From an optimization exercise on the open Yosys and OpenROAD flow, aimed at small area, a short achievable clock period and few clock cycles per item; shortcuts taken in it are not production practice. Function was checked by simulation only, so behaviour that the tests miss may differ from the original.

Setup of raven:
## tensor_core
module tensor_core (
    input  wire clk,
    input  wire rst_n,
    input  wire [4*4*16-1:0] matrix_a,
    input  wire [4*4*16-1:0] matrix_b,
    input  wire [4*4*16-1:0] matrix_c,
    input  wire valid_in,
    output wire [4*4*16-1:0] matrix_d,
    output reg  valid_out
);
==> flow/config.mk <==
export PLATFORM = sky130hd
export DESIGN_NAME = tensor_core
export DESIGN_NICKNAME = tensor_core
export VERILOG_FILES = /design/flow/design.v
export SDC_FILE = /design/flow/constraint.sdc
export NUM_CORES = 4
export LEC_CHECK = 0
export ABC_AREA = 1
export CAP_MARGIN = 20
export CORE_MARGIN = 2
export CORE_UTILIZATION = 40
export SETUP_SLACK_MARGIN = 3.3
export SLEW_MARGIN = 20
==> flow/constraint.sdc <==
create_clock -name core_clock -period 7.0 [get_ports {clk}]
set_input_delay 1.4000 -clock core_clock [delete_from_list [all_inputs] [get_ports {clk}]]
set_output_delay 1.4000 -clock core_clock [all_outputs]
set_load 0.01 [all_outputs]
run.sh (not shown) runs the stock make flow with config.mk's settings and CLKGATE_MAP_FILE= SYNTH_SCRIPT=/design/flow/synth_recipe.tcl, a recipe that flattens the netlist after the stock synthesis.
raven went all the way through the flow, and no timing, DRC or antenna check failed.
Testbench counts of raven, summed over its fixed seeds: cycles 4,232, items 384.
Input-level comparison between pepper and raven:
- SETUP_SLACK_MARGIN changed from 3.3 to 3.6
- PLACE_DENSITY newly set to 0.7
Routed wire length, pepper and raven: larger value in pepper
The run showing the greater area added between synthesis and finish is pepper.
As far as logic depth of the worst register-to-register path goes, pepper and raven are indistinguishable; the numbers are identical.
Relative to pepper, the following input files were edited for juniper:
- PLACE_DENSITY no longer set, was 0.7
- ABC_AREA no longer set, was 1
- SETUP_SLACK_MARGIN now 3.2, was 3.6
[summary]
juniper vs pepper: post-synthesis instance area down slightly. In the tables for pepper and juniper, clock period minus worst slack reads higher with juniper. On peak per-stage delay on the critical path, the lower figure sits with juniper, not pepper. Per the comparison of juniper with pepper, final hold slack about even; part of the cycle the worst path needs went up by 5.3 points. NOTE: net count reported at finish in juniper falls short of that of pepper. Path depth of the worst reg2reg path ends up higher on juniper.
diff inputs: juniper => harbor
- SETUP_SLACK_MARGIN: 3.2 -> 3.0
- ABC_AREA: unset -> 1
Measured against each other, harbor and juniper differ in number of instances in the synthesized netlist, the lower figure coming from juniper. harbor finished end to end and its layout was clean on timing, DRC and antenna. When harbor is set beside juniper, its non-clock buffer contribution to total cell area turns out to be 1.8 points smaller. Taking juniper as the reference point, the count of clock buffers in the final design of harbor rises by about 4.4%. On harbor: detailed-route wire length is 0.93% lower than what juniper gave. harbor vs juniper: share of cell area taken by multi-input logic gates down. Of harbor and juniper, harbor shows the higher basic-gate share of the synthesized area counting and, or, nand and nor cells, with juniper below it. harbor against juniper: post-layout instance area dropped 5300 sq um. Between harbor and juniper, delay of the slowest critical-path stage is lower for juniper, harbor comes in above that.
Relative to harbor, the following input files were edited for delta:
- SETUP_SLACK_MARGIN changed from 3.0 to 4.0
Notes after the runs:
- Looking at number of non-clock inverters in the layout, delta sits about 0.9% higher than harbor does.
- delta went all the way through the flow, and no timing, DRC or antenna check failed.
- harbor → delta: count of non-filler cells in the finished layout shows an increase of about 5.7%; worst-case setup margin in the final layout shows an increase of 0.37 ns.
- delta vs. harbor: total detailed-routing wirelength now larger, via count of the first global-routing pass now larger, shortest period the worst path allows now smaller, number of filler instances in the final layout now smaller, number of buffers inserted by post-CTS setup repair now larger.

* * *

tensor_core again, from the RTL that the note above started with.
make LEC_CHECK=0 ABC_AREA=1 CAP_MARGIN=20 CORE_MARGIN=2 CORE_UTILIZATION=40 SETUP_SLACK_MARGIN=3.6 SLEW_MARGIN=20 finish   # period 7.0 ns
Testbench counts at the start, summed over its fixed seeds: cycles 4,232, items 384.
Next try:
Settings changed: SETUP_SLACK_MARGIN 3.6 to not set.
Result:
- The changed run finished clean
- sequential cell count stays the same
- worst hold slack improves by 0.0040 ns
- area after synthesis does not change
- cell area is lower by 8.5%
- utilization went down by 4.4 points
- wire length decreases by 5.7%
- synthesized cell count is unchanged
- non-clock buffer count went down by 502
Next try:
Settings changed: ABC_AREA 1 to not set, SETUP_SLACK_MARGIN set to 2.5.
Effect: Design area goes down by 0.34%; count of clock-buffer cells in the layout rose by 6.

==> separate check: timing with driven ports <==
The flow's constraints put no driver on any port. The routed layouts listed below were extracted and timed again, unchanged, in two steps.
Step 1 sets driving cells, clkbuf_16 on the clock port and buf_2 on the other inputs (assumed; they add their load-dependent delay and slew).
Step 2 adds t to the input delays and takes it off the output delays; t is the mean of the earliest and latest rising clock arrival at the registers after step 1. Input paths then give back, and output paths get back, about the clock's delay inside the block.
Slacks: no drivers / after step 1 / after step 2; pairs: no drivers / after step 1.
| run | t, ns | setup WS [ns] | hold slack, ns | latest minus earliest clock arrival (ns) |
|---|---|---|---|---|
| raven | 0.954 | 3.306 / 3.233 / 2.455 | 0.357 / 0.357 / 0.357 | 0.065 / 0.065 |
| pepper | 0.972 | 3.321 / 3.321 / 2.433 | 0.348 / 0.348 / 0.348 | 0.113 / 0.113 |
| juniper | 0.961 | 2.949 / 2.949 / 2.352 | 0.350 / 0.350 / 0.350 | 0.115 / 0.115 |
| harbor | 0.967 | 3.020 / 3.020 / 2.270 | 0.350 / 0.350 / 0.350 | 0.120 / 0.120 |
| delta | 0.968 | 3.391 / 3.391 / 2.501 | 0.347 / 0.347 / 0.347 | 0.121 / 0.122 |
| the first run of note 2 | 0.985 | 3.332 / 3.332 / 2.470 | 0.348 / 0.348 / 0.348 | 0.125 / 0.126 |
| the second run of note 2 | 0.974 | 2.269 / 2.269 / 1.936 | 0.352 / 0.352 / 0.352 | 0.105 / 0.105 |
| the third run of note 2 | 0.965 | 2.565 / 2.565 / 1.805 | 0.347 / 0.347 / 0.347 | 0.132 / 0.132 |
After both steps every run listed still meets setup and hold. For delta, which loses most, drivers alone change the setup slack by 0.000 ns; drivers and shift together by -0.890 ns.
